This is an optimization exercise on Yosys and OpenROAD, whose aim is small area and a short achievable clock period, not a production implementation.
RTL that was checked went through simulation tests only; none was proved equivalent to the original.
Only the layout flow was run in run 2; the RTL was not checked for function there.

## flow/design.v (module list and top-level ports; edited modules follow where they fit)
// module test_dsp: 1437 lines
module test_dsp #(parameter width_in1=26, parameter width_in2=14, parameter width_out=40) (
    input clk_i,
    input signed [width_in1:0] a_i,
    input signed [width_in2:0] b_i,
    input signed [width_out:0] pd_pattern1,
    output signed [width_out:0] c_o,
    output reg ones_o
);
  // ...
==> flow/flow/run.sh <==
#!/bin/bash
# Standard ORFS layout, with one extra step between synthesis and floorplan:
# flow/polarity.py removes the polarity inverters that Yosys's full-adder
# extraction leaves between adder cells (full adders are self-dual), and
# swaps gates for their complement cells where that saves an inverter.
# Before that, flow/cpafix.py splits the full adders Yosys made of the final
# adder's last step (sum and carry of s_i, c_i and the prefix carry) into
# xor2 + a21o, so the late prefix carry passes one gate.
# After it, flow/fapins.py puts each full adder's latest input on its
# fastest pin (CIN), and flow/fanout.py gives the high-fanout Booth digit signals an
# inverter-pair driver.
# Registers and ports are untouched.
set -euo pipefail
cd "$(dirname "$0")/.."
W=$(pwd)
R=$W/orfs/results/${FLOW_PLATFORM}/test_dsp/base
LIB=${FLOW_HOME}/platforms/${FLOW_PLATFORM}/lib/sky130_fd_sc_hd__tt_025C_1v80.lib
# port buffers: a real buffer cell (buffer_ports otherwise picks a delay cell)
export BUFFER_PORTS_ARGS="-buffer_cell sky130_fd_sc_hd__buf_2"
bash standard.sh synth > "$W/run_synth.log" 2>&1
cp "$R/1_2_yosys.v" "$W/1_2_yosys.standard.v"
python3 flow/cpafix.py "$W/1_2_yosys.standard.v" "$W/1_2_yosys.cpafix.v" > "$W/run_cpafix.log" 2>&1
python3 flow/polarity.py "$LIB" "$W/1_2_yosys.cpafix.v" "$W/1_2_yosys.polarity.v" > "$W/run_polarity.log" 2>&1
python3 flow/fapins.py "$W/1_2_yosys.polarity.v" "$W/1_2_yosys.fapins.v" > "$W/run_fapins.log" 2>&1
python3 flow/fanout.py 10 "$W/1_2_yosys.fapins.v" "$R/1_2_yosys.v" > "$W/run_fanout.log" 2>&1
rm -f "$R/1_synth.odb" "$R/1_synth.sdc"
bash standard.sh finish > "$W/run_layout.log" 2>&1
==> flow/flow/cpafix.py <==
#!/usr/bin/env python3
"""Split full adders that share two inputs with a half adder.

Yosys's full-adder extraction turns the last step of the final adder,
sum_i = (s_i ^ c_i) ^ G and carry = s_i & c_i | (s_i ^ c_i) & G, into a
full-adder cell on (s_i, c_i, G), although s_i ^ c_i and s_i & c_i already
exist as a half adder and G, the prefix carry, arrives last.  Such a full
adder is replaced by xor2(HA.SUM, G) and a21o(HA.SUM, G, HA.COUT): the same
function, less area, and G passes one gate instead of a full adder.

usage: cpafix.py in.v out.v
"""
import re
import sys

src = open(sys.argv[1]).read()
cell_re = re.compile(r'^  sky130_fd_sc_hd__(\w+) (\S+)\s+\((.*?)\n  \);\n', re.S | re.M)
pin_re = re.compile(r'\.(\w+)\(([^()]*)\)')

cells = []
for m in cell_re.finditer(src):
    pins = dict((p, n) for p, n in pin_re.findall(m.group(3)))
    cells.append((m.group(1), m.group(2), pins, m.span()))
has = {}
for short, name, pins, span in cells:
    if re.fullmatch(r'ha_\d+', short):
        has[frozenset((pins['A'].strip(), pins['B'].strip()))] = pins


def sub(name, suf):
    return name.rstrip() + suf + ' ' if name.startswith('\\') else name + suf


out = []
pos = 0
n = 0
for short, name, pins, span in cells:
    s, e = span
    out.append(src[pos:s])
    pos = e
    text = src[s:e]
    if re.fullmatch(r'fa_\d+', short) and 'SUM' in pins and 'COUT' in pins:
        ins = [pins['A'], pins['B'], pins['CIN']]
        for a, b, z in ((0, 1, 2), (0, 2, 1), (1, 2, 0)):
            h = has.get(frozenset((ins[a].strip(), ins[b].strip())))
            if h is not None and ins[a].strip() != ins[b].strip():
                g = ins[z]
                text = (f'  sky130_fd_sc_hd__xor2_1 {sub(name, "_s")} (\n    .A({h["SUM"]}),\n    .B({g}),\n'
                        f'    .X({pins["SUM"]})\n  );\n'
                        f'  sky130_fd_sc_hd__a21o_1 {sub(name, "_c")} (\n    .A1({h["SUM"]}),\n    .A2({g}),\n'
                        f'    .B1({h["COUT"]}),\n    .X({pins["COUT"]})\n  );\n')
                n += 1
                break
    out.append(text)
out.append(src[pos:])
open(sys.argv[2], 'w').write(''.join(out))
print(f'{n} full adders split into xor2 + a21o')
==> flow/flow/fanout.py <==
#!/usr/bin/env python3
"""Give high-fanout nets driven by small logic gates a strong driver.

In the Booth partial-product selection each encoded digit signal drives a
whole row of selectors; synthesis leaves it on a weak gate.  For every such
net this pass lets the gate drive a small inverter, which drives a large
inverter that drives the original net (an inverter pair: the function is
unchanged; placement's remove_buffers keeps inverters).

usage: fanout.py MIN_FANOUT in.v out.v
"""
import re
import sys

minfo = int(sys.argv[1])
src = open(sys.argv[2]).read()
cell_re = re.compile(r'^  (sky130_fd_sc_hd__(\w+)) (\S+)\s+\((.*?)\n  \);\n', re.S | re.M)
pin_re = re.compile(r'\.(\w+)\(([^()]*)\)')
OUT = {'X', 'Y', 'Q', 'Q_N', 'SUM', 'COUT', 'HI', 'LO'}
SKIP = re.compile(r'(buf|inv|clkbuf|clkinv|bufinv|dlygate|clkdlybuf|dfxtp|fa|ha|conb)')

cells = []
for m in cell_re.finditer(src):
    cells.append((m.group(2), m.group(3), pin_re.findall(m.group(4)), m.span()))
fan = {}
for short, name, pins, span in cells:
    for p, n in pins:
        if p not in OUT:
            fan[n.strip()] = fan.get(n.strip(), 0) + 1

# logical fanout: count sinks through buffer cells
drv = {}
for short, name, pins, span in cells:
    for p, n in pins:
        if p in OUT:
            drv[n.strip()] = short
loads = {}
for short, name, pins, span in cells:
    for p, n in pins:
        if p not in OUT:
            loads.setdefault(n.strip(), []).append((short, pins))
BUF = re.compile(r'(buf|clkbuf)_\d+$')


def logical_fanout(net, depth=0):
    tot = 0
    for short, pins in loads.get(net, []):
        if BUF.match(short) and depth < 20:
            o = [n for p, n in pins if p in OUT][0].strip()
            tot += logical_fanout(o, depth + 1)
        else:
            tot += 1
    return tot


fan = {n: logical_fanout(n) for n in loads}

hdr = re.search(r'module\s+\w+\s*\((.*?)\);', src, re.S)
ports = set(x.strip() for x in hdr.group(1).split(','))

out = []
pos = 0
wires = []
k = 0
for short, name, pins, span in cells:
    s, e = span
    out.append(src[pos:s])
    pos = e
    text = src[s:e]
    if not SKIP.match(short):
        for p, n in pins:
            key = n.strip()
            if p in OUT and fan.get(key, 0) >= minfo and key.lstrip('\\').split('[')[0].strip() not in ports:
                f = fan[key]
                size = 4 if f <= 16 else 6 if f <= 24 else 8
                a, b = f'fo_{k}_a', f'fo_{k}_b'
                wires += [a, b]
                text = text.replace(f'.{p}({n})', f'.{p}({a})')
                text += (f'  sky130_fd_sc_hd__inv_2 fo_cell_{k}a (\n    .A({a}),\n    .Y({b})\n  );\n'
                         f'  sky130_fd_sc_hd__inv_{size} fo_cell_{k}b (\n    .A({b}),\n    .Y({n})\n  );\n')
                k += 1
    out.append(text)
out.append(src[pos:])
text = ''.join(out)
m = re.search(r'\n  wire ', text)
text = text[:m.start() + 1] + ''.join(f'  wire {w};\n' for w in wires) + text[m.start() + 1:]
open(sys.argv[3], 'w').write(text)
print(f'{k} high-fanout nets given an inverter-pair driver (fanout >= {minfo})')
==> flow/flow/fapins.py <==
#!/usr/bin/env python3
"""Put each full adder's latest-arriving input on its fastest pin.

The inputs A, B and CIN of a sky130 full adder are interchangeable (sum and
carry are symmetric functions), but CIN reaches SUM and COUT fastest and A
slowest.  With a rough arrival-time estimate (inputs and register outputs at
fixed times, a fixed delay per cell) this pass reconnects each full adder so
that its latest input is on CIN and its earliest on A.

usage: fapins.py in.v out.v
"""
import re
import sys

sys.setrecursionlimit(100000)
src = open(sys.argv[1]).read()
cell_re = re.compile(r'^  sky130_fd_sc_hd__(\w+) (\S+)\s+\((.*?)\n  \);\n', re.S | re.M)
pin_re = re.compile(r'\.(\w+)\(([^()]*)\)')
OUT = {'X', 'Y', 'Q', 'Q_N', 'SUM', 'COUT', 'HI', 'LO'}

cells = []
for m in cell_re.finditer(src):
    cells.append((m.group(1), m.group(2), pin_re.findall(m.group(3)), m.span()))
drv = {}
for i, (short, name, pins, span) in enumerate(cells):
    for p, n in pins:
        if p in OUT:
            drv[n.strip()] = (i, p)


def delay(short, pin_out):
    if re.fullmatch(r'fa_\d+', short):
        return 0.5 if pin_out == 'SUM' else 0.42
    if re.fullmatch(r'ha_\d+', short):
        return 0.3
    if re.match(r'(inv|clkinv)_', short):
        return 0.07
    if re.match(r'(buf|clkbuf)_', short):
        return 0.15
    if re.match(r'x(n)?or', short):
        return 0.22
    return 0.18


arr = {}


def arrival(net):
    if net in arr:
        return arr[net]
    arr[net] = 0.0
    d = drv.get(net)
    if d is None:
        a = 1.1                       # primary input (after its input delay)
    else:
        i, p = d
        short, name, pins, span = cells[i]
        if short.startswith('df'):
            a = 0.35
        else:
            a = max([arrival(n.strip()) for q, n in pins if q not in OUT] or [0.0]) + delay(short, p)
    arr[net] = a
    return a


out = []
pos = 0
moved = 0
for short, name, pins, span in cells:
    s, e = span
    out.append(src[pos:s])
    pos = e
    text = src[s:e]
    if re.fullmatch(r'fa_\d+', short):
        d = dict(pins)
        ins = sorted([d['A'], d['B'], d['CIN']], key=lambda n: arrival(n.strip()))
        if ins != [d['A'], d['B'], d['CIN']]:
            moved += 1
        text = (f'  sky130_fd_sc_hd__{short} {name} (\n    .A({ins[0]}),\n    .B({ins[1]}),\n'
                f'    .CIN({ins[2]}),\n    .COUT({d["COUT"]}),\n    .SUM({d["SUM"]})\n  );\n')
    out.append(text)
out.append(src[pos:])
open(sys.argv[2], 'w').write(''.join(out))
print(f'{moved} full adders had their inputs reordered')
==> flow/flow/polarity.py <==
#!/usr/bin/env python3
"""Remove polarity inverters from a Yosys gate netlist (sky130hd).

Yosys's extract_fa leaves many inverters between full-adder cells.  A full
adder is self-dual, FA(~a, ~b, ~c) = (~sum, ~carry), so each fa cell may
work on inverted signals; a gate with a complement cell (and2/nand2,
a21o/a21oi, ...) may produce its output inverted.  This pass chooses those
polarities to minimise cell area (the inverters still needed plus the
complement swaps), then rewires the netlist with one shared inverter per
signal whose other polarity is still needed.  Registers, ports and every
other cell keep their function; only combinational cells change.

usage: polarity.py LIB in.v out.v
"""
import random
import re
import sys

lib, fin, fout = sys.argv[1:4]
src = open(fin).read()
libt = open(lib).read()

# --- library: area and pins per cell --------------------------------------
AREA = {}
PINS = {}
for m in re.finditer(r'cell \("sky130_fd_sc_hd__(\w+)"\)\s*\{', libt):
    name = m.group(1)
    nxt = libt.find('cell ("sky130_fd_sc_hd__', m.end())
    body = libt[m.end():nxt if nxt > 0 else len(libt)]
    a = re.search(r'\barea\s*:\s*([\d.]+)', body)
    AREA[name] = float(a.group(1)) if a else 0.0
    ins, outs = set(), set()
    for pm in re.finditer(r'pin \("(\w+)"\)\s*\{(.{0,400})', body, re.S):
        d = re.search(r'direction\s*:\s*"?(\w+)', pm.group(2))
        if d:
            (ins if d.group(1) == 'input' else outs).add(pm.group(1))
    PINS[name] = (ins, outs)

PAIRS = [('and2', 'nand2'), ('and3', 'nand3'), ('and4', 'nand4'), ('or2', 'nor2'),
         ('or3', 'nor3'), ('or4', 'nor4'), ('xor2', 'xnor2'), ('xor3', 'xnor3'),
         ('a21o', 'a21oi'), ('a22o', 'a22oi'), ('a211o', 'a211oi'), ('a31o', 'a31oi'),
         ('a32o', 'a32oi'), ('a221o', 'a221oi'), ('a2111o', 'a2111oi'), ('a311o', 'a311oi'),
         ('a41o', 'a41oi'), ('o21a', 'o21ai'), ('o22a', 'o22ai'), ('o211a', 'o211ai'),
         ('o31a', 'o31ai'), ('o32a', 'o32ai'), ('o221a', 'o221ai'), ('o311a', 'o311ai'),
         ('o2111a', 'o2111ai'), ('o41a', 'o41ai'), ('a21bo', 'a21boi'), ('o21ba', 'o21bai'),
         ('and2b', 'nand2b'), ('or2b', 'nor2b'), ('and3b', 'nand3b'), ('or3b', 'nor3b'),
         ('and4b', 'nand4b'), ('or4b', 'nor4b'), ('and4bb', 'nand4bb'), ('or4bb', 'nor4bb'),
         ('mux2', 'mux2i')]
COMP = {}
for a, b in PAIRS:
    COMP[a] = b
    COMP[b] = a


def complement(short):
    m = re.fullmatch(r'(\w+?)_(\d+)', short)
    if not m or m.group(1) not in COMP:
        return None
    base, drive = COMP[m.group(1)], int(m.group(2))
    drives = sorted(int(re.fullmatch(r'.*_(\d+)', n).group(1)) for n in AREA
                    if re.fullmatch(re.escape(base) + r'_\d+', n))
    cand = [d for d in drives if d >= drive] or drives
    if not cand:
        return None
    c = f'{base}_{cand[0]}'
    if c not in PINS or short not in PINS:
        return None
    if PINS[c][0] != PINS[short][0] or len(PINS[c][1]) != 1 or len(PINS[short][1]) != 1:
        return None
    return c


INV_AREA = AREA['inv_1']

# --- netlist ---------------------------------------------------------------
cell_re = re.compile(r'^  (sky130_fd_sc_hd__(\w+)) (\S+)\s+\((.*?)\n  \);\n', re.S | re.M)
pin_re = re.compile(r'\.(\w+)\(([^()]*)\)')

cells = []
for m in cell_re.finditer(src):
    short = m.group(2)
    pins = pin_re.findall(m.group(4))
    cells.append({'short': short, 'name': m.group(3), 'pins': pins, 'span': m.span()})

# a half adder may be split into xor2/xnor2 + and2/nand2 so that each output
# can take either polarity; both halves are modelled as complement cells
newcells = []
for c in cells:
    if re.fullmatch(r'ha_\d+', c['short']):
        d = dict(c['pins'])
        pid = len(newcells)
        newcells.append({'short': 'xor2_1', 'name': c['name'], 'pins': [('A', d['A']), ('B', d['B']), ('X', d['SUM'])],
                         'span': c['span'], 'ha': (pid, 0, c)})
        newcells.append({'short': 'and2_1', 'name': c['name'], 'pins': [('A', d['A']), ('B', d['B']), ('X', d['COUT'])],
                         'span': None, 'ha': (pid, 1, c)})
    else:
        newcells.append(c)
cells = newcells

hdr = re.search(r'module\s+\w+\s*\((.*?)\);', src, re.S)
ports = set(x.strip() for x in hdr.group(1).split(','))
if re.search(r'^\s*assign\s', src, re.M):
    open(fout, 'w').write(src)
    print('assign statements present; netlist left unchanged')
    sys.exit(0)


def key(n):
    return n.strip()


def is_port_net(k):
    return k.lstrip('\\').split('[')[0].strip() in ports


def outpins(c):
    return PINS.get(c['short'], (set(), {'X', 'Y', 'Q', 'SUM', 'COUT', 'HI', 'LO'}))[1]


driver = {}
for i, c in enumerate(cells):
    for p, n in c['pins']:
        if p in outpins(c):
            driver[key(n)] = i

removable = []
for c in cells:
    ok = False
    if re.fullmatch(r'(clk)?inv_\d+', c['short']):
        ok = not is_port_net(key(dict(c['pins'])['Y']))
    removable.append(ok)


def root(k):
    par = 0
    while k in driver and removable[driver[k]]:
        k = key(dict(cells[driver[k]]['pins'])['A'])
        par ^= 1
    return k, par


kind = []
comp = []
for i, c in enumerate(cells):
    if removable[i]:
        kind.append(None)
        comp.append(None)
    elif re.fullmatch(r'fa_\d+', c['short']):
        kind.append('fa')
        comp.append(None)
    else:
        cc = complement(c['short'])
        kind.append('comp' if cc else None)
        comp.append(cc)

cons = []
for i, c in enumerate(cells):
    if removable[i]:
        continue
    for j, (p, n) in enumerate(c['pins']):
        if p in outpins(c):
            continue
        r, q = root(key(n))
        cons.append((i, j, r, q))
by_root = {}
for ci, (i, j, r, q) in enumerate(cons):
    by_root.setdefault(r, []).append(ci)
port_roots = {k for k in driver if is_port_net(k)}

flip = [0] * len(cells)


def drv_pol(r):
    d = driver.get(r)
    if d is None or kind[d] is None:
        return 0
    return flip[d]


def need(ci):
    i, j, r, q = cons[ci]
    return q ^ (flip[i] if kind[i] == 'fa' else 0)


def cost_root(r):
    d = drv_pol(r)
    if r in port_roots and d:
        return 1e6
    for ci in by_root.get(r, []):
        if need(ci) != d:
            return INV_AREA
    return 0.0


def cell_cost(i):
    c = cells[i]
    if 'ha' in c:
        pid, half, orig = c['ha']
        if half == 1:
            return 0.0
        fs, fc = flip[pid], flip[pid + 1]
        if not fs and not fc:
            return 0.0
        a = AREA['xnor2_1' if fs else 'xor2_1'] + AREA['nand2_1' if fc else 'and2_1']
        return a - AREA[orig['short']]
    if kind[i] == 'comp' and flip[i]:
        return AREA[comp[i]] - AREA[cells[i]['short']]
    return 0.0


touch = {}
for i, c in enumerate(cells):
    if kind[i] is None:
        continue
    rs = set()
    for p, n in c['pins']:
        k = key(n)
        if p in outpins(c):
            rs.add(k)
        elif kind[i] == 'fa':
            rs.add(root(k)[0])
    touch[i] = rs


def total():
    return sum(cost_root(r) for r in set(by_root) | port_roots) + sum(cell_cost(i) for i in touch)


def owner(i):
    c = cells[i]
    return c['ha'][0] if 'ha' in c else i


def delta(i):
    rs = touch[i]
    o = owner(i)
    c0 = sum(cost_root(r) for r in rs) + cell_cost(o)
    flip[i] ^= 1
    c1 = sum(cost_root(r) for r in rs) + cell_cost(o)
    flip[i] ^= 1
    return c1 - c0


before = total()
rng = random.Random(1)
ids = list(touch)
best_flip = list(flip)
cur = best = before
steps = 60 * len(ids) + 1
for step in range(steps):
    T = max(0.05, 4.0 * (1 - step / steps))
    i = ids[rng.randrange(len(ids))]
    d = delta(i)
    if d <= 0 or rng.random() < pow(2.718281828, -d / T):
        flip[i] ^= 1
        cur += d
        if cur < best - 1e-9:
            best = cur
            best_flip = list(flip)
flip[:] = best_flip
changed = True
while changed:
    changed = False
    for i in ids:
        if delta(i) < -1e-9:
            flip[i] ^= 1
            changed = True
after = total()

# --- rewrite ---------------------------------------------------------------
orig_text = {}
for c in cells:
    for p, n in c['pins']:
        orig_text.setdefault(key(n), n)
newinv = {}
extra_wires, extra_cells = [], []


def net_for(r, want):
    if want == drv_pol(r):
        return orig_text.get(r, r)
    if r not in newinv:
        k = len(newinv)
        nn = f'polinv_{k}'
        newinv[r] = nn
        extra_wires.append(f'  wire {nn};\n')
        extra_cells.append(f'  sky130_fd_sc_hd__inv_1 polinv_cell_{k} (\n'
                           f'    .A({orig_text.get(r, r)}),\n    .Y({nn})\n  );\n')
    return newinv[r]


newpins = {}
for ci, (i, j, r, q) in enumerate(cons):
    newpins[(i, j)] = net_for(r, need(ci))

# size each new inverter by its fanout
fan = {}
for nn in newpins.values():
    fan[nn] = fan.get(nn, 0) + 1
for k, r in enumerate(list(newinv)):
    nn = newinv[r]
    f = fan.get(nn, 0)
    size = 1 if f <= 3 else 2 if f <= 6 else 4 if f <= 12 else 8
    extra_cells[k] = extra_cells[k].replace('sky130_fd_sc_hd__inv_1 ', f'sky130_fd_sc_hd__inv_{size} ', 1)

out = []
pos = 0
nswap = 0
def hname(name, suf):
    if name.startswith('\\'):
        return name.rstrip() + suf + ' '
    return name + suf


for i, c in enumerate(cells):
    if c['span'] is not None:
        s, e = c['span']
        out.append(src[pos:s])
        pos = e
    if removable[i]:
        continue
    if 'ha' in c:
        pid, half, orig = c['ha']
        if half == 1:
            continue
        fs, fc = flip[pid], flip[pid + 1]
        ins = [newpins.get((pid, 0), cells[pid]['pins'][0][1]), newpins.get((pid, 1), cells[pid]['pins'][1][1])]
        ins2 = [newpins.get((pid + 1, 0), cells[pid + 1]['pins'][0][1]), newpins.get((pid + 1, 1), cells[pid + 1]['pins'][1][1])]
        assert ins == ins2
        so, co = cells[pid]['pins'][2][1], cells[pid + 1]['pins'][2][1]
        if not fs and not fc:
            out.append(f'  sky130_fd_sc_hd__{orig["short"]} {c["name"]} (\n    .A({ins[0]}),\n    .B({ins[1]}),\n'
                       f'    .COUT({co}),\n    .SUM({so})\n  );\n')
        else:
            nswap += 1
            st, sp = ('xnor2_1', 'Y') if fs else ('xor2_1', 'X')
            ct, cp = ('nand2_1', 'Y') if fc else ('and2_1', 'X')
            out.append(f'  sky130_fd_sc_hd__{st} {hname(c["name"], "_s")} (\n    .A({ins[0]}),\n    .B({ins[1]}),\n    .{sp}({so})\n  );\n')
            out.append(f'  sky130_fd_sc_hd__{ct} {hname(c["name"], "_c")} (\n    .A({ins[0]}),\n    .B({ins[1]}),\n    .{cp}({co})\n  );\n')
        continue
    short = c['short']
    pins = c['pins']
    if kind[i] == 'comp' and flip[i]:
        nswap += 1
        newshort = comp[i]
        op_old = next(iter(PINS[short][1]))
        op_new = next(iter(PINS[newshort][1]))
        pins = [(op_new if p == op_old else p, n) for p, n in pins]
        short = newshort
    pl = [f'    .{p}({newpins.get((i, j), n)})' for j, (p, n) in enumerate(pins)]
    out.append(f'  sky130_fd_sc_hd__{short} {c["name"]} (\n' + ',\n'.join(pl) + '\n  );\n')
tail = src[pos:]
idx = tail.rfind('endmodule')
out.append(tail[:idx])
out.extend(extra_cells)
out.append(tail[idx:])
text = ''.join(out)
m = re.search(r'\n  wire ', text)
text = text[:m.start() + 1] + ''.join(extra_wires) + text[m.start() + 1:]
open(fout, 'w').write(text)
print(f'inverters removed {sum(removable)}, added {len(newinv)}; complement swaps {nswap}; '
      f'fa flipped {sum(flip[i] for i in ids if kind[i] == "fa")}; '
      f'area cost {before:.1f} -> {after:.1f} (relative)')
==> flow/standard.sh <==
#!/bin/bash
# synth_recipe.tcl (not shown) runs the flow's synth.tcl, then flattens the netlist and writes it again
# the make line also repeats each setting of config.mk as NAME=value (left out here)
make -C /OpenROAD-flow-scripts/flow DESIGN_CONFIG=/design/flow/config.mk WORK_HOME=/design/flow/orfs CLKGATE_MAP_FILE= SYNTH_SCRIPT=/design/flow/synth_recipe.tcl "${@:-finish}"
==> flow/config.mk <==
export PLATFORM = sky130hd
export DESIGN_NAME = test_dsp
export DESIGN_NICKNAME = test_dsp
export VERILOG_FILES = /design/flow/design.v
export SDC_FILE = /design/flow/constraint.sdc
export NUM_CORES = 4
export LEC_CHECK = 0
export ABC_AREA = 1
export CAP_MARGIN = 20
export CORE_MARGIN = 2
export CORE_UTILIZATION = 50
export CTS_BUF_LIST = sky130_fd_sc_hd__clkbuf_8
export CTS_CLUSTER_DIAMETER = 71
export CTS_CLUSTER_SIZE = 12
export SETUP_SLACK_MARGIN = 3.45
export SLEW_MARGIN = 20
==> flow/constraint.sdc <==
create_clock -name core_clock -period 6.5 [get_ports {clk_i}]
set_input_delay 1.3000 -clock core_clock [delete_from_list [all_inputs] [get_ports {clk_i}]]
set_output_delay 1.3000 -clock core_clock [all_outputs]
set_load 0.01 [all_outputs]
==> impl_metrics.toml, run 1 <==
[final_layout]
fillers = 2680
final_common_cell = "dfxtp_1"
clkbuf_count = 23
nFlopsAndLatches = 219

[place]
dp_hpwl_um = 28370
dp_slack_ns = 2.534
gp_congestion = 0.9009
placed_cell_area_um2 = 16190

[min_path]
min_from = "r1_c0_1$_DFF_P_"
hold_class = "reg -> reg"
hold_depth = 2

[yosys]
syn_area_per_cell_um2 = 9.862
ys_warn_count = 1

[sta]
max_freq_mhz = 330.0
period_minus_slack_ns = 3.030
finalHoldViolCount = 0
finalCritPeriodShare = 0.4662
fin_tns_setup_ns = 0
slew_violations = 0

[critical_path]
rr_endpoint = "prod_r[33]$_DFF_P_"
worstPathArrival_ns = 3.47
reg2reg_slack_ns = 3.47

[clocking]
clkLatencyLatePin_ns = 0.57
clkTransAtPathRegs_ns = 0.08

[grt]
grt_use_met2 = 0.3904
grt_use_met1 = 0.3405

[route]
wirelength_um = 37460
vias = 11072

[outcome]
status = "no timing/DRC/antenna violations"

[floorplanning]
num_rows = 63
==> run 2, diff against run 1 <==
--- a/flow/design.v
+++ b/flow/design.v
@@ -138,45 +138,45 @@
 reg r1_c39_1;
 reg r1_c40_0;
 reg [40:0] pat_r;
 reg [40:0] prod_r;
 reg [5:0] eqp_r;
 wire bo0 = b_i[0] ^ 1'b0;
 wire bt0 = (b_i[1] & ~b_i[0] & ~1'b0) | (~b_i[1] & b_i[0] & 1'b0);
 wire bn0 = b_i[1] & ~(b_i[0] & 1'b0);
-wire ax0_0 = bn0;
-wire ax0_1 = a_i[0] ^ bn0;
-wire ax0_2 = a_i[1] ^ bn0;
-wire ax0_3 = a_i[2] ^ bn0;
-wire ax0_4 = a_i[3] ^ bn0;
-wire ax0_5 = a_i[4] ^ bn0;
-wire ax0_6 = a_i[5] ^ bn0;
-wire ax0_7 = a_i[6] ^ bn0;
-wire ax0_8 = a_i[7] ^ bn0;
-wire ax0_9 = a_i[8] ^ bn0;
-wire ax0_10 = a_i[9] ^ bn0;
-wire ax0_11 = a_i[10] ^ bn0;
-wire ax0_12 = a_i[11] ^ bn0;
-wire ax0_13 = a_i[12] ^ bn0;
-wire ax0_14 = a_i[13] ^ bn0;
-wire ax0_15 = a_i[14] ^ bn0;
-wire ax0_16 = a_i[15] ^ bn0;
-wire ax0_17 = a_i[16] ^ bn0;
-wire ax0_18 = a_i[17] ^ bn0;
-wire ax0_19 = a_i[18] ^ bn0;
-wire ax0_20 = a_i[19] ^ bn0;
-wire ax0_21 = a_i[20] ^ bn0;
-wire ax0_22 = a_i[21] ^ bn0;
-wire ax0_23 = a_i[22] ^ bn0;
-wire ax0_24 = a_i[23] ^ bn0;
-wire ax0_25 = a_i[24] ^ bn0;
-wire ax0_26 = a_i[25] ^ bn0;
-wire ax0_27 = a_i[26] ^ bn0;
-wire ax0_28 = bn0;
+wire ax0_0 = b_i[1];
+wire ax0_1 = a_i[0] ^ b_i[1];
+wire ax0_2 = a_i[1] ^ b_i[1];
+wire ax0_3 = a_i[2] ^ b_i[1];
+wire ax0_4 = a_i[3] ^ b_i[1];
+wire ax0_5 = a_i[4] ^ b_i[1];
+wire ax0_6 = a_i[5] ^ b_i[1];
+wire ax0_7 = a_i[6] ^ b_i[1];
+wire ax0_8 = a_i[7] ^ b_i[1];
+wire ax0_9 = a_i[8] ^ b_i[1];
+wire ax0_10 = a_i[9] ^ b_i[1];
+wire ax0_11 = a_i[10] ^ b_i[1];
+wire ax0_12 = a_i[11] ^ b_i[1];
+wire ax0_13 = a_i[12] ^ b_i[1];
+wire ax0_14 = a_i[13] ^ b_i[1];
+wire ax0_15 = a_i[14] ^ b_i[1];
+wire ax0_16 = a_i[15] ^ b_i[1];
+wire ax0_17 = a_i[16] ^ b_i[1];
+wire ax0_18 = a_i[17] ^ b_i[1];
+wire ax0_19 = a_i[18] ^ b_i[1];
+wire ax0_20 = a_i[19] ^ b_i[1];
+wire ax0_21 = a_i[20] ^ b_i[1];
+wire ax0_22 = a_i[21] ^ b_i[1];
+wire ax0_23 = a_i[22] ^ b_i[1];
+wire ax0_24 = a_i[23] ^ b_i[1];
+wire ax0_25 = a_i[24] ^ b_i[1];
+wire ax0_26 = a_i[25] ^ b_i[1];
+wire ax0_27 = a_i[26] ^ b_i[1];
+wire ax0_28 = b_i[1];
 wire pp0_0 = (bo0 & ax0_1) | (bt0 & ax0_0);
 wire pp0_1 = (bo0 & ax0_2) | (bt0 & ax0_1);
 wire pp0_2 = (bo0 & ax0_3) | (bt0 & ax0_2);
 wire pp0_3 = (bo0 & ax0_4) | (bt0 & ax0_3);
 wire pp0_4 = (bo0 & ax0_5) | (bt0 & ax0_4);
 wire pp0_5 = (bo0 & ax0_6) | (bt0 & ax0_5);
 wire pp0_6 = (bo0 & ax0_7) | (bt0 & ax0_6);
 wire pp0_7 = (bo0 & ax0_8) | (bt0 & ax0_7);
@@ -199,45 +199,45 @@
 wire pp0_24 = (bo0 & ax0_25) | (bt0 & ax0_24);
 wire pp0_25 = (bo0 & ax0_26) | (bt0 & ax0_25);
 wire pp0_26 = (bo0 & ax0_27) | (bt0 & ax0_26);
 wire pp0_27 = (bo0 & ax0_28) | (bt0 & ax0_27);
 wire sn0 = ~bn0;
 wire bo1 = b_i[2] ^ b_i[1];
 wire bt1 = (b_i[3] & ~b_i[2] & ~b_i[1]) | (~b_i[3] & b_i[2] & b_i[1]);
 wire bn1 = b_i[3] & ~(b_i[2] & b_i[1]);
-wire ax1_0 = bn1;
-wire ax1_1 = a_i[0] ^ bn1;
-wire ax1_2 = a_i[1] ^ bn1;
-wire ax1_3 = a_i[2] ^ bn1;
-wire ax1_4 = a_i[3] ^ bn1;
-wire ax1_5 = a_i[4] ^ bn1;
-wire ax1_6 = a_i[5] ^ bn1;
-wire ax1_7 = a_i[6] ^ bn1;
-wire ax1_8 = a_i[7] ^ bn1;
-wire ax1_9 = a_i[8] ^ bn1;
-wire ax1_10 = a_i[9] ^ bn1;
-wire ax1_11 = a_i[10] ^ bn1;
-wire ax1_12 = a_i[11] ^ bn1;
-wire ax1_13 = a_i[12] ^ bn1;
-wire ax1_14 = a_i[13] ^ bn1;
-wire ax1_15 = a_i[14] ^ bn1;
-wire ax1_16 = a_i[15] ^ bn1;
-wire ax1_17 = a_i[16] ^ bn1;
-wire ax1_18 = a_i[17] ^ bn1;
-wire ax1_19 = a_i[18] ^ bn1;
-wire ax1_20 = a_i[19] ^ bn1;
-wire ax1_21 = a_i[20] ^ bn1;
-wire ax1_22 = a_i[21] ^ bn1;
-wire ax1_23 = a_i[22] ^ bn1;
-wire ax1_24 = a_i[23] ^ bn1;
-wire ax1_25 = a_i[24] ^ bn1;
-wire ax1_26 = a_i[25] ^ bn1;
-wire ax1_27 = a_i[26] ^ bn1;
-wire ax1_28 = bn1;
+wire ax1_0 = b_i[3];
+wire ax1_1 = a_i[0] ^ b_i[3];
+wire ax1_2 = a_i[1] ^ b_i[3];
+wire ax1_3 = a_i[2] ^ b_i[3];
+wire ax1_4 = a_i[3] ^ b_i[3];
+wire ax1_5 = a_i[4] ^ b_i[3];
+wire ax1_6 = a_i[5] ^ b_i[3];
+wire ax1_7 = a_i[6] ^ b_i[3];
+wire ax1_8 = a_i[7] ^ b_i[3];
+wire ax1_9 = a_i[8] ^ b_i[3];
+wire ax1_10 = a_i[9] ^ b_i[3];
+wire ax1_11 = a_i[10] ^ b_i[3];
+wire ax1_12 = a_i[11] ^ b_i[3];
+wire ax1_13 = a_i[12] ^ b_i[3];
+wire ax1_14 = a_i[13] ^ b_i[3];
+wire ax1_15 = a_i[14] ^ b_i[3];
+wire ax1_16 = a_i[15] ^ b_i[3];
+wire ax1_17 = a_i[16] ^ b_i[3];
+wire ax1_18 = a_i[17] ^ b_i[3];
+wire ax1_19 = a_i[18] ^ b_i[3];
+wire ax1_20 = a_i[19] ^ b_i[3];
+wire ax1_21 = a_i[20] ^ b_i[3];
+wire ax1_22 = a_i[21] ^ b_i[3];
+wire ax1_23 = a_i[22] ^ b_i[3];
+wire ax1_24 = a_i[23] ^ b_i[3];
+wire ax1_25 = a_i[24] ^ b_i[3];
+wire ax1_26 = a_i[25] ^ b_i[3];
+wire ax1_27 = a_i[26] ^ b_i[3];
+wire ax1_28 = b_i[3];
 wire pp1_0 = (bo1 & ax1_1) | (bt1 & ax1_0);
 wire pp1_1 = (bo1 & ax1_2) | (bt1 & ax1_1);
 wire pp1_2 = (bo1 & ax1_3) | (bt1 & ax1_2);
 wire pp1_3 = (bo1 & ax1_4) | (bt1 & ax1_3);
 wire pp1_4 = (bo1 & ax1_5) | (bt1 & ax1_4);
 wire pp1_5 = (bo1 & ax1_6) | (bt1 & ax1_5);
 wire pp1_6 = (bo1 & ax1_7) | (bt1 & ax1_6);
 wire pp1_7 = (bo1 & ax1_8) | (bt1 & ax1_7);
@@ -260,45 +260,45 @@
 wire pp1_24 = (bo1 & ax1_25) | (bt1 & ax1_24);
 wire pp1_25 = (bo1 & ax1_26) | (bt1 & ax1_25);
 wire pp1_26 = (bo1 & ax1_27) | (bt1 & ax1_26);
 wire pp1_27 = (bo1 & ax1_28) | (bt1 & ax1_27);
 wire sn1 = ~bn1;
 wire bo2 = b_i[4] ^ b_i[3];
 wire bt2 = (b_i[5] & ~b_i[4] & ~b_i[3]) | (~b_i[5] & b_i[4] & b_i[3]);
 wire bn2 = b_i[5] & ~(b_i[4] & b_i[3]);
-wire ax2_0 = bn2;
-wire ax2_1 = a_i[0] ^ bn2;
-wire ax2_2 = a_i[1] ^ bn2;
-wire ax2_3 = a_i[2] ^ bn2;
-wire ax2_4 = a_i[3] ^ bn2;
-wire ax2_5 = a_i[4] ^ bn2;
-wire ax2_6 = a_i[5] ^ bn2;
-wire ax2_7 = a_i[6] ^ bn2;
-wire ax2_8 = a_i[7] ^ bn2;
-wire ax2_9 = a_i[8] ^ bn2;
-wire ax2_10 = a_i[9] ^ bn2;
-wire ax2_11 = a_i[10] ^ bn2;
-wire ax2_12 = a_i[11] ^ bn2;
-wire ax2_13 = a_i[12] ^ bn2;
-wire ax2_14 = a_i[13] ^ bn2;
-wire ax2_15 = a_i[14] ^ bn2;
-wire ax2_16 = a_i[15] ^ bn2;
-wire ax2_17 = a_i[16] ^ bn2;
-wire ax2_18 = a_i[17] ^ bn2;
-wire ax2_19 = a_i[18] ^ bn2;
-wire ax2_20 = a_i[19] ^ bn2;
-wire ax2_21 = a_i[20] ^ bn2;
-wire ax2_22 = a_i[21] ^ bn2;
-wire ax2_23 = a_i[22] ^ bn2;
-wire ax2_24 = a_i[23] ^ bn2;
-wire ax2_25 = a_i[24] ^ bn2;
-wire ax2_26 = a_i[25] ^ bn2;
-wire ax2_27 = a_i[26] ^ bn2;
-wire ax2_28 = bn2;
+wire ax2_0 = b_i[5];
+wire ax2_1 = a_i[0] ^ b_i[5];
+wire ax2_2 = a_i[1] ^ b_i[5];
+wire ax2_3 = a_i[2] ^ b_i[5];
+wire ax2_4 = a_i[3] ^ b_i[5];
+wire ax2_5 = a_i[4] ^ b_i[5];
+wire ax2_6 = a_i[5] ^ b_i[5];
+wire ax2_7 = a_i[6] ^ b_i[5];
+wire ax2_8 = a_i[7] ^ b_i[5];
+wire ax2_9 = a_i[8] ^ b_i[5];
+wire ax2_10 = a_i[9] ^ b_i[5];
+wire ax2_11 = a_i[10] ^ b_i[5];
+wire ax2_12 = a_i[11] ^ b_i[5];
+wire ax2_13 = a_i[12] ^ b_i[5];
+wire ax2_14 = a_i[13] ^ b_i[5];
+wire ax2_15 = a_i[14] ^ b_i[5];
+wire ax2_16 = a_i[15] ^ b_i[5];
+wire ax2_17 = a_i[16] ^ b_i[5];
+wire ax2_18 = a_i[17] ^ b_i[5];
+wire ax2_19 = a_i[18] ^ b_i[5];
+wire ax2_20 = a_i[19] ^ b_i[5];
+wire ax2_21 = a_i[20] ^ b_i[5];
+wire ax2_22 = a_i[21] ^ b_i[5];
+wire ax2_23 = a_i[22] ^ b_i[5];
+wire ax2_24 = a_i[23] ^ b_i[5];
+wire ax2_25 = a_i[24] ^ b_i[5];
+wire ax2_26 = a_i[25] ^ b_i[5];
+wire ax2_27 = a_i[26] ^ b_i[5];
+wire ax2_28 = b_i[5];
 wire pp2_0 = (bo2 & ax2_1) | (bt2 & ax2_0);
 wire pp2_1 = (bo2 & ax2_2) | (bt2 & ax2_1);
 wire pp2_2 = (bo2 & ax2_3) | (bt2 & ax2_2);
 wire pp2_3 = (bo2 & ax2_4) | (bt2 & ax2_3);
 wire pp2_4 = (bo2 & ax2_5) | (bt2 & ax2_4);
 wire pp2_5 = (bo2 & ax2_6) | (bt2 & ax2_5);
 wire pp2_6 = (bo2 & ax2_7) | (bt2 & ax2_6);
 wire pp2_7 = (bo2 & ax2_8) | (bt2 & ax2_7);
@@ -321,45 +321,45 @@
 wire pp2_24 = (bo2 & ax2_25) | (bt2 & ax2_24);
 wire pp2_25 = (bo2 & ax2_26) | (bt2 & ax2_25);
 wire pp2_26 = (bo2 & ax2_27) | (bt2 & ax2_26);
 wire pp2_27 = (bo2 & ax2_28) | (bt2 & ax2_27);
 wire sn2 = ~bn2;
 wire bo3 = b_i[6] ^ b_i[5];
 wire bt3 = (b_i[7] & ~b_i[6] & ~b_i[5]) | (~b_i[7] & b_i[6] & b_i[5]);
 wire bn3 = b_i[7] & ~(b_i[6] & b_i[5]);
-wire ax3_0 = bn3;
-wire ax3_1 = a_i[0] ^ bn3;
-wire ax3_2 = a_i[1] ^ bn3;
-wire ax3_3 = a_i[2] ^ bn3;
-wire ax3_4 = a_i[3] ^ bn3;
-wire ax3_5 = a_i[4] ^ bn3;
-wire ax3_6 = a_i[5] ^ bn3;
-wire ax3_7 = a_i[6] ^ bn3;
-wire ax3_8 = a_i[7] ^ bn3;
-wire ax3_9 = a_i[8] ^ bn3;
-wire ax3_10 = a_i[9] ^ bn3;
-wire ax3_11 = a_i[10] ^ bn3;
-wire ax3_12 = a_i[11] ^ bn3;
-wire ax3_13 = a_i[12] ^ bn3;
-wire ax3_14 = a_i[13] ^ bn3;
-wire ax3_15 = a_i[14] ^ bn3;
-wire ax3_16 = a_i[15] ^ bn3;
-wire ax3_17 = a_i[16] ^ bn3;
-wire ax3_18 = a_i[17] ^ bn3;
-wire ax3_19 = a_i[18] ^ bn3;
-wire ax3_20 = a_i[19] ^ bn3;
-wire ax3_21 = a_i[20] ^ bn3;
-wire ax3_22 = a_i[21] ^ bn3;
-wire ax3_23 = a_i[22] ^ bn3;
-wire ax3_24 = a_i[23] ^ bn3;
-wire ax3_25 = a_i[24] ^ bn3;
-wire ax3_26 = a_i[25] ^ bn3;
-wire ax3_27 = a_i[26] ^ bn3;
-wire ax3_28 = bn3;
+wire ax3_0 = b_i[7];
+wire ax3_1 = a_i[0] ^ b_i[7];
+wire ax3_2 = a_i[1] ^ b_i[7];
+wire ax3_3 = a_i[2] ^ b_i[7];
+wire ax3_4 = a_i[3] ^ b_i[7];
+wire ax3_5 = a_i[4] ^ b_i[7];
+wire ax3_6 = a_i[5] ^ b_i[7];
+wire ax3_7 = a_i[6] ^ b_i[7];
+wire ax3_8 = a_i[7] ^ b_i[7];
+wire ax3_9 = a_i[8] ^ b_i[7];
+wire ax3_10 = a_i[9] ^ b_i[7];
+wire ax3_11 = a_i[10] ^ b_i[7];
+wire ax3_12 = a_i[11] ^ b_i[7];
+wire ax3_13 = a_i[12] ^ b_i[7];
+wire ax3_14 = a_i[13] ^ b_i[7];
+wire ax3_15 = a_i[14] ^ b_i[7];
+wire ax3_16 = a_i[15] ^ b_i[7];
+wire ax3_17 = a_i[16] ^ b_i[7];
+wire ax3_18 = a_i[17] ^ b_i[7];
+wire ax3_19 = a_i[18] ^ b_i[7];
+wire ax3_20 = a_i[19] ^ b_i[7];
+wire ax3_21 = a_i[20] ^ b_i[7];
+wire ax3_22 = a_i[21] ^ b_i[7];
+wire ax3_23 = a_i[22] ^ b_i[7];
+wire ax3_24 = a_i[23] ^ b_i[7];
+wire ax3_25 = a_i[24] ^ b_i[7];
+wire ax3_26 = a_i[25] ^ b_i[7];
+wire ax3_27 = a_i[26] ^ b_i[7];
+wire ax3_28 = b_i[7];
 wire pp3_0 = (bo3 & ax3_1) | (bt3 & ax3_0);
 wire pp3_1 = (bo3 & ax3_2) | (bt3 & ax3_1);
 wire pp3_2 = (bo3 & ax3_3) | (bt3 & ax3_2);
 wire pp3_3 = (bo3 & ax3_4) | (bt3 & ax3_3);
 wire pp3_4 = (bo3 & ax3_5) | (bt3 & ax3_4);
 wire pp3_5 = (bo3 & ax3_6) | (bt3 & ax3_5);
 wire pp3_6 = (bo3 & ax3_7) | (bt3 & ax3_6);
 wire pp3_7 = (bo3 & ax3_8) | (bt3 & ax3_7);
@@ -382,45 +382,45 @@
 wire pp3_24 = (bo3 & ax3_25) | (bt3 & ax3_24);
 wire pp3_25 = (bo3 & ax3_26) | (bt3 & ax3_25);
 wire pp3_26 = (bo3 & ax3_27) | (bt3 & ax3_26);
 wire pp3_27 = (bo3 & ax3_28) | (bt3 & ax3_27);
 wire sn3 = ~bn3;
 wire bo4 = b_i[8] ^ b_i[7];
 wire bt4 = (b_i[9] & ~b_i[8] & ~b_i[7]) | (~b_i[9] & b_i[8] & b_i[7]);
 wire bn4 = b_i[9] & ~(b_i[8] & b_i[7]);
-wire ax4_0 = bn4;
-wire ax4_1 = a_i[0] ^ bn4;
-wire ax4_2 = a_i[1] ^ bn4;
-wire ax4_3 = a_i[2] ^ bn4;
-wire ax4_4 = a_i[3] ^ bn4;
-wire ax4_5 = a_i[4] ^ bn4;
-wire ax4_6 = a_i[5] ^ bn4;
-wire ax4_7 = a_i[6] ^ bn4;
-wire ax4_8 = a_i[7] ^ bn4;
-wire ax4_9 = a_i[8] ^ bn4;
-wire ax4_10 = a_i[9] ^ bn4;
-wire ax4_11 = a_i[10] ^ bn4;
-wire ax4_12 = a_i[11] ^ bn4;
-wire ax4_13 = a_i[12] ^ bn4;
-wire ax4_14 = a_i[13] ^ bn4;
-wire ax4_15 = a_i[14] ^ bn4;
-wire ax4_16 = a_i[15] ^ bn4;
-wire ax4_17 = a_i[16] ^ bn4;
-wire ax4_18 = a_i[17] ^ bn4;
-wire ax4_19 = a_i[18] ^ bn4;
-wire ax4_20 = a_i[19] ^ bn4;
-wire ax4_21 = a_i[20] ^ bn4;
-wire ax4_22 = a_i[21] ^ bn4;
-wire ax4_23 = a_i[22] ^ bn4;
-wire ax4_24 = a_i[23] ^ bn4;
-wire ax4_25 = a_i[24] ^ bn4;
-wire ax4_26 = a_i[25] ^ bn4;
-wire ax4_27 = a_i[26] ^ bn4;
-wire ax4_28 = bn4;
+wire ax4_0 = b_i[9];
+wire ax4_1 = a_i[0] ^ b_i[9];
+wire ax4_2 = a_i[1] ^ b_i[9];
+wire ax4_3 = a_i[2] ^ b_i[9];
+wire ax4_4 = a_i[3] ^ b_i[9];
+wire ax4_5 = a_i[4] ^ b_i[9];
+wire ax4_6 = a_i[5] ^ b_i[9];
+wire ax4_7 = a_i[6] ^ b_i[9];
+wire ax4_8 = a_i[7] ^ b_i[9];
+wire ax4_9 = a_i[8] ^ b_i[9];
+wire ax4_10 = a_i[9] ^ b_i[9];
+wire ax4_11 = a_i[10] ^ b_i[9];
+wire ax4_12 = a_i[11] ^ b_i[9];
+wire ax4_13 = a_i[12] ^ b_i[9];
+wire ax4_14 = a_i[13] ^ b_i[9];
+wire ax4_15 = a_i[14] ^ b_i[9];
+wire ax4_16 = a_i[15] ^ b_i[9];
+wire ax4_17 = a_i[16] ^ b_i[9];
+wire ax4_18 = a_i[17] ^ b_i[9];
+wire ax4_19 = a_i[18] ^ b_i[9];
+wire ax4_20 = a_i[19] ^ b_i[9];
+wire ax4_21 = a_i[20] ^ b_i[9];
+wire ax4_22 = a_i[21] ^ b_i[9];
+wire ax4_23 = a_i[22] ^ b_i[9];
+wire ax4_24 = a_i[23] ^ b_i[9];
+wire ax4_25 = a_i[24] ^ b_i[9];
+wire ax4_26 = a_i[25] ^ b_i[9];
+wire ax4_27 = a_i[26] ^ b_i[9];
+wire ax4_28 = b_i[9];
 wire pp4_0 = (bo4 & ax4_1) | (bt4 & ax4_0);
 wire pp4_1 = (bo4 & ax4_2) | (bt4 & ax4_1);
 wire pp4_2 = (bo4 & ax4_3) | (bt4 & ax4_2);
 wire pp4_3 = (bo4 & ax4_4) | (bt4 & ax4_3);
 wire pp4_4 = (bo4 & ax4_5) | (bt4 & ax4_4);
 wire pp4_5 = (bo4 & ax4_6) | (bt4 & ax4_5);
 wire pp4_6 = (bo4 & ax4_7) | (bt4 & ax4_6);
 wire pp4_7 = (bo4 & ax4_8) | (bt4 & ax4_7);
@@ -443,45 +443,45 @@
 wire pp4_24 = (bo4 & ax4_25) | (bt4 & ax4_24);
 wire pp4_25 = (bo4 & ax4_26) | (bt4 & ax4_25);
 wire pp4_26 = (bo4 & ax4_27) | (bt4 & ax4_26);
 wire pp4_27 = (bo4 & ax4_28) | (bt4 & ax4_27);
 wire sn4 = ~bn4;
 wire bo5 = b_i[10] ^ b_i[9];
 wire bt5 = (b_i[11] & ~b_i[10] & ~b_i[9]) | (~b_i[11] & b_i[10] & b_i[9]);
 wire bn5 = b_i[11] & ~(b_i[10] & b_i[9]);
-wire ax5_0 = bn5;
-wire ax5_1 = a_i[0] ^ bn5;
-wire ax5_2 = a_i[1] ^ bn5;
-wire ax5_3 = a_i[2] ^ bn5;
-wire ax5_4 = a_i[3] ^ bn5;
-wire ax5_5 = a_i[4] ^ bn5;
-wire ax5_6 = a_i[5] ^ bn5;
-wire ax5_7 = a_i[6] ^ bn5;
-wire ax5_8 = a_i[7] ^ bn5;
-wire ax5_9 = a_i[8] ^ bn5;
-wire ax5_10 = a_i[9] ^ bn5;
-wire ax5_11 = a_i[10] ^ bn5;
-wire ax5_12 = a_i[11] ^ bn5;
-wire ax5_13 = a_i[12] ^ bn5;
-wire ax5_14 = a_i[13] ^ bn5;
-wire ax5_15 = a_i[14] ^ bn5;
-wire ax5_16 = a_i[15] ^ bn5;
-wire ax5_17 = a_i[16] ^ bn5;
-wire ax5_18 = a_i[17] ^ bn5;
-wire ax5_19 = a_i[18] ^ bn5;
-wire ax5_20 = a_i[19] ^ bn5;
-wire ax5_21 = a_i[20] ^ bn5;
-wire ax5_22 = a_i[21] ^ bn5;
-wire ax5_23 = a_i[22] ^ bn5;
-wire ax5_24 = a_i[23] ^ bn5;
-wire ax5_25 = a_i[24] ^ bn5;
-wire ax5_26 = a_i[25] ^ bn5;
-wire ax5_27 = a_i[26] ^ bn5;
-wire ax5_28 = bn5;
+wire ax5_0 = b_i[11];
+wire ax5_1 = a_i[0] ^ b_i[11];
+wire ax5_2 = a_i[1] ^ b_i[11];
+wire ax5_3 = a_i[2] ^ b_i[11];
+wire ax5_4 = a_i[3] ^ b_i[11];
+wire ax5_5 = a_i[4] ^ b_i[11];
+wire ax5_6 = a_i[5] ^ b_i[11];
+wire ax5_7 = a_i[6] ^ b_i[11];
+wire ax5_8 = a_i[7] ^ b_i[11];
+wire ax5_9 = a_i[8] ^ b_i[11];
+wire ax5_10 = a_i[9] ^ b_i[11];
+wire ax5_11 = a_i[10] ^ b_i[11];
+wire ax5_12 = a_i[11] ^ b_i[11];
+wire ax5_13 = a_i[12] ^ b_i[11];
+wire ax5_14 = a_i[13] ^ b_i[11];
+wire ax5_15 = a_i[14] ^ b_i[11];
+wire ax5_16 = a_i[15] ^ b_i[11];
+wire ax5_17 = a_i[16] ^ b_i[11];
+wire ax5_18 = a_i[17] ^ b_i[11];
+wire ax5_19 = a_i[18] ^ b_i[11];
+wire ax5_20 = a_i[19] ^ b_i[11];
+wire ax5_21 = a_i[20] ^ b_i[11];
+wire ax5_22 = a_i[21] ^ b_i[11];
+wire ax5_23 = a_i[22] ^ b_i[11];
+wire ax5_24 = a_i[23] ^ b_i[11];
+wire ax5_25 = a_i[24] ^ b_i[11];
+wire ax5_26 = a_i[25] ^ b_i[11];
+wire ax5_27 = a_i[26] ^ b_i[11];
+wire ax5_28 = b_i[11];
 wire pp5_0 = (bo5 & ax5_1) | (bt5 & ax5_0);
 wire pp5_1 = (bo5 & ax5_2) | (bt5 & ax5_1);
 wire pp5_2 = (bo5 & ax5_3) | (bt5 & ax5_2);
 wire pp5_3 = (bo5 & ax5_4) | (bt5 & ax5_3);
 wire pp5_4 = (bo5 & ax5_5) | (bt5 & ax5_4);
 wire pp5_5 = (bo5 & ax5_6) | (bt5 & ax5_5);
 wire pp5_6 = (bo5 & ax5_7) | (bt5 & ax5_6);
 wire pp5_7 = (bo5 & ax5_8) | (bt5 & ax5_7);
@@ -504,45 +504,45 @@
 wire pp5_24 = (bo5 & ax5_25) | (bt5 & ax5_24);
 wire pp5_25 = (bo5 & ax5_26) | (bt5 & ax5_25);
 wire pp5_26 = (bo5 & ax5_27) | (bt5 & ax5_26);
 wire pp5_27 = (bo5 & ax5_28) | (bt5 & ax5_27);
 wire sn5 = ~bn5;
 wire bo6 = b_i[12] ^ b_i[11];
 wire bt6 = (b_i[13] & ~b_i[12] & ~b_i[11]) | (~b_i[13] & b_i[12] & b_i[11]);
 wire bn6 = b_i[13] & ~(b_i[12] & b_i[11]);
-wire ax6_0 = bn6;
-wire ax6_1 = a_i[0] ^ bn6;
-wire ax6_2 = a_i[1] ^ bn6;
-wire ax6_3 = a_i[2] ^ bn6;
-wire ax6_4 = a_i[3] ^ bn6;
-wire ax6_5 = a_i[4] ^ bn6;
-wire ax6_6 = a_i[5] ^ bn6;
-wire ax6_7 = a_i[6] ^ bn6;
-wire ax6_8 = a_i[7] ^ bn6;
-wire ax6_9 = a_i[8] ^ bn6;
-wire ax6_10 = a_i[9] ^ bn6;
-wire ax6_11 = a_i[10] ^ bn6;
-wire ax6_12 = a_i[11] ^ bn6;
-wire ax6_13 = a_i[12] ^ bn6;
-wire ax6_14 = a_i[13] ^ bn6;
-wire ax6_15 = a_i[14] ^ bn6;
-wire ax6_16 = a_i[15] ^ bn6;
-wire ax6_17 = a_i[16] ^ bn6;
-wire ax6_18 = a_i[17] ^ bn6;
-wire ax6_19 = a_i[18] ^ bn6;
-wire ax6_20 = a_i[19] ^ bn6;
-wire ax6_21 = a_i[20] ^ bn6;
-wire ax6_22 = a_i[21] ^ bn6;
-wire ax6_23 = a_i[22] ^ bn6;
-wire ax6_24 = a_i[23] ^ bn6;
-wire ax6_25 = a_i[24] ^ bn6;
-wire ax6_26 = a_i[25] ^ bn6;
-wire ax6_27 = a_i[26] ^ bn6;
-wire ax6_28 = bn6;
+wire ax6_0 = b_i[13];
+wire ax6_1 = a_i[0] ^ b_i[13];
+wire ax6_2 = a_i[1] ^ b_i[13];
+wire ax6_3 = a_i[2] ^ b_i[13];
+wire ax6_4 = a_i[3] ^ b_i[13];
+wire ax6_5 = a_i[4] ^ b_i[13];
+wire ax6_6 = a_i[5] ^ b_i[13];
+wire ax6_7 = a_i[6] ^ b_i[13];
+wire ax6_8 = a_i[7] ^ b_i[13];
+wire ax6_9 = a_i[8] ^ b_i[13];
+wire ax6_10 = a_i[9] ^ b_i[13];
+wire ax6_11 = a_i[10] ^ b_i[13];
+wire ax6_12 = a_i[11] ^ b_i[13];
+wire ax6_13 = a_i[12] ^ b_i[13];
+wire ax6_14 = a_i[13] ^ b_i[13];
+wire ax6_15 = a_i[14] ^ b_i[13];
+wire ax6_16 = a_i[15] ^ b_i[13];
+wire ax6_17 = a_i[16] ^ b_i[13];
+wire ax6_18 = a_i[17] ^ b_i[13];
+wire ax6_19 = a_i[18] ^ b_i[13];
+wire ax6_20 = a_i[19] ^ b_i[13];
+wire ax6_21 = a_i[20] ^ b_i[13];
+wire ax6_22 = a_i[21] ^ b_i[13];
+wire ax6_23 = a_i[22] ^ b_i[13];
+wire ax6_24 = a_i[23] ^ b_i[13];
+wire ax6_25 = a_i[24] ^ b_i[13];
+wire ax6_26 = a_i[25] ^ b_i[13];
+wire ax6_27 = a_i[26] ^ b_i[13];
+wire ax6_28 = b_i[13];
 wire pp6_0 = (bo6 & ax6_1) | (bt6 & ax6_0);
 wire pp6_1 = (bo6 & ax6_2) | (bt6 & ax6_1);
 wire pp6_2 = (bo6 & ax6_3) | (bt6 & ax6_2);
 wire pp6_3 = (bo6 & ax6_4) | (bt6 & ax6_3);
 wire pp6_4 = (bo6 & ax6_5) | (bt6 & ax6_4);
 wire pp6_5 = (bo6 & ax6_6) | (bt6 & ax6_5);
 wire pp6_6 = (bo6 & ax6_7) | (bt6 & ax6_6);
 wire pp6_7 = (bo6 & ax6_8) | (bt6 & ax6_7);
--- a/flow/config.mk
+++ b/flow/config.mk
@@ -7,10 +7,10 @@
 export LEC_CHECK = 0
 export ABC_AREA = 1
 export CAP_MARGIN = 20
 export CORE_MARGIN = 2
 export CORE_UTILIZATION = 50
 export CTS_BUF_LIST = sky130_fd_sc_hd__clkbuf_8
 export CTS_CLUSTER_DIAMETER = 71
 export CTS_CLUSTER_SIZE = 12
-export SETUP_SLACK_MARGIN = 3.45
+export SETUP_SLACK_MARGIN = 3.4
 export SLEW_MARGIN = 20
==> run 2 against run 1 <==
Net effect:
- clock skew increased by 0.0055 ns
- core utilization is 2.0 points lower
- global-route usage increased by 0.66 points
- still clean on timing, DRC and antenna
- maximum frequency decreased by 0.80%
- critical path depth down 4
- synthesized cell count grew 3.5%
- design area decreased by 1.3%
- synthesized area up 0.82%
- first-iteration DRC count shrank 11%
==> impl_metrics.toml, run 2 <==
[clocking]
clockBufferDepth = 3
ctsHoldBuffers = 0
cts_made_buffers = 24
clkLatencyLatePin_ns = 0.57
cts_tree = "built"
clkTransAtPathRegs_ns = 0.08
clock_sinks = 219
h-tree-depth = 1
root_buffer = "clkbuf_8"

[grt]
grt_pass1_vias = 11176
gr-usage-all-layers = 0.2504
grt_max_degree = 35
antenna_found_initial = 0
grt.overflow.total = 0
grt_pass1_wl_um = 61580

[yosys]
syn_nets = 1904
synthCells = 1596
syn_area_per_cell_um2 = 9.607
syn_area_um2 = 15330
ys_warn_count = 1

[final_layout]
multi_input_area_um2 = 10060
layout.cells.most_common_list = "dfxtp_1 (218), nand2_1 (167), fa_1 (167)"
areaGrowthSynthToFinish_pct = 10.06
final_common_cell = "dfxtp_1"
fillers = 2764
ff_latch_area_um2 = 4385
top_regs = "pat_r (41), prod_r (41), eqp_r (6)"
final_layout_size_suffix_gt1_frac = 0.1666
nNetsFinal = 1977

[sta]
finalHoldViolCount = 0
worstMarginPinSlew_ns = 0.5375
rsz0062_at_grt = "true"
slew_headroom = 0.6379
slew_violations = 0
worst_hold_slack_ns = 0.4717
finClkSkew_ns = 0.02192
max_freq_mhz = 327.4
fin_tns_setup_ns = 0
setup_violations = 0
finalCritPeriodShare = 0.4700
period_minus_slack_ns = 3.055

[critical_path]
reg2reg_slack_ns = 3.45
reg2reg_from = "r1_c31_0$_DFF_P_"
cp.required_ns = 6.94
cp_slowest_cell = "fa_1"
worstPathArrival_ns = 3.50
crit_fanout = 31
rr_endpoint = "eqp_r[4]$_DFF_P_"
critPathLaunchType = "input port"
rr_worst_depth = 9
cp_common_cell = "fa_1"
critPathBufInv = 2
max_stage_delay_ns = 0.58
path_class = "in -> reg"
endpoint_kind = "register"
worstPathCellList = "buf_6, ha_1, inv_4, o21ai_0, fa_1, fa_1"
critPathLaunch = "b_i[7]"
cpLargestDelayFamily = "adder cells"

[run]
cap_viol_max_count = 0

[route]
via_per_inst = 5.417
drt_iter0_drc = 889
wirelength_um = 39270
drc = 0
drtAntennaViolNets = 0
vias = 11225
wl_per_cell_um = 18.95
dr.pass1.iters = 5

[floorplanning]
pin_count = 126
coreArea_um2 = 30430
initial_utilization = 0.5039
num_rows = 64
die-area_um2 = 32080
die_w_um = 179.1
die_y_um = 179.1

[min_path]
hold_depth = 2
min_from = "eqp_r[0]$_DFF_P_"
hold_end = "ones_o$_DFF_P_"
hold_class = "reg -> reg"

[place]
gp_congestion = 0.9470
dp_hpwl_um = 30030
portBuffers = 125

[outcome]
status = "no timing/DRC/antenna violations"
## run 2: worst max-delay path by stage
stage | end | slack (ns) | depth (start not counted)
2_1_floorplan | r1_c18_3$_DFF_P_ | 3.39 | 9
3_3_place_gp | r1_c36_1$_DFF_P_ | 2.25 | 11
3_5_place_dp | r1_c36_1$_DFF_P_ | 2.25 | 11
4_1_cts | r1_c36_1$_DFF_P_ | 3.37 | 11
5_1_grt | r1_c36_1$_DFF_P_ | 3.35 | 11
6_report | r1_c8_1$_DFF_P_ | 3.45 | 6
## run 2: per-layer routing
layer,part of all wire,up-vias,global-route usage,wire length [µm]
met5,0,-,0,0
li1,-,5365,-,-
met3,0.070,55,0.03944,2755
met4,0.021,0,0.05746,839
met1,0.46,5407,0.3598,17960
met2,0.45,398,0.3981,17720
## run 2: area by class of cell
class	instances	share of cell area
sequential	219	0.2599
clock buffer	26	0.02121
tap	396	0.02936
antenna	1	0.0001483
multi-input combinational	1113	0.5964
inverter	183	0.04627
timing repair buffer	128	0.04137
clock inverter	6	0.005338
## run 2: tightest hold or removal path, cell delays in order (launching register included)
cell     delay (ns)
dfxtp_1        0.30
nand2_1        0.08
nor2_1         0.05
## run 2: through the flow
step	utilization	std cells	area, µm²	setup slack [ns]
after floorplan	-	1596	15480	3.391
after global placement	0.5302	2036	16130	2.251
after detailed placement	0.5302	2036	16130	2.249
after CTS	0.5484	2068	16690	3.369
after global routing	0.5545	2071	16870	3.352
final	0.5546	2072	16870	3.445
## run 2: repair_timing
item / in CTS / in global routing
gates cloned: 0 / 0
buffers inserted: 0 / 3
pin swaps: 1 / 12
resized for setup: 25 / 39
endpoints found under the setup margin: 107 / 32

==> afterwards: timing with drivers on the ports <==
Ports are ideal in the flow. The routed layouts listed here were re-timed in OpenROAD.
Step 1 (the two cells are an assumption about what drives the block):
set clk [get_ports {clk_i}]
set_driving_cell -lib_cell sky130_fd_sc_hd__clkbuf_16 $clk
set_driving_cell -lib_cell sky130_fd_sc_hd__buf_2 [delete_from_list [all_inputs] $clk]
Step 2 also shifts input and output timing later by t, the mid clock arrival at the registers, as if the neighbouring blocks saw the same clock.
Three values: ideal ports, drivers, drivers and shift; two values: the first two.
run	t, ns	slack for setup (ns)	latest minus earliest clock arrival (ns)
run 1	0.603	3.470 / 3.470 / 2.883	0.017 / 0.016
run 2	0.607	3.445 / 3.441 / 2.834	0.022 / 0.023
After both steps every run listed still meets setup and hold. For run 2, which loses most, drivers alone change the setup slack by -0.004 ns; drivers and shift together by -0.611 ns.
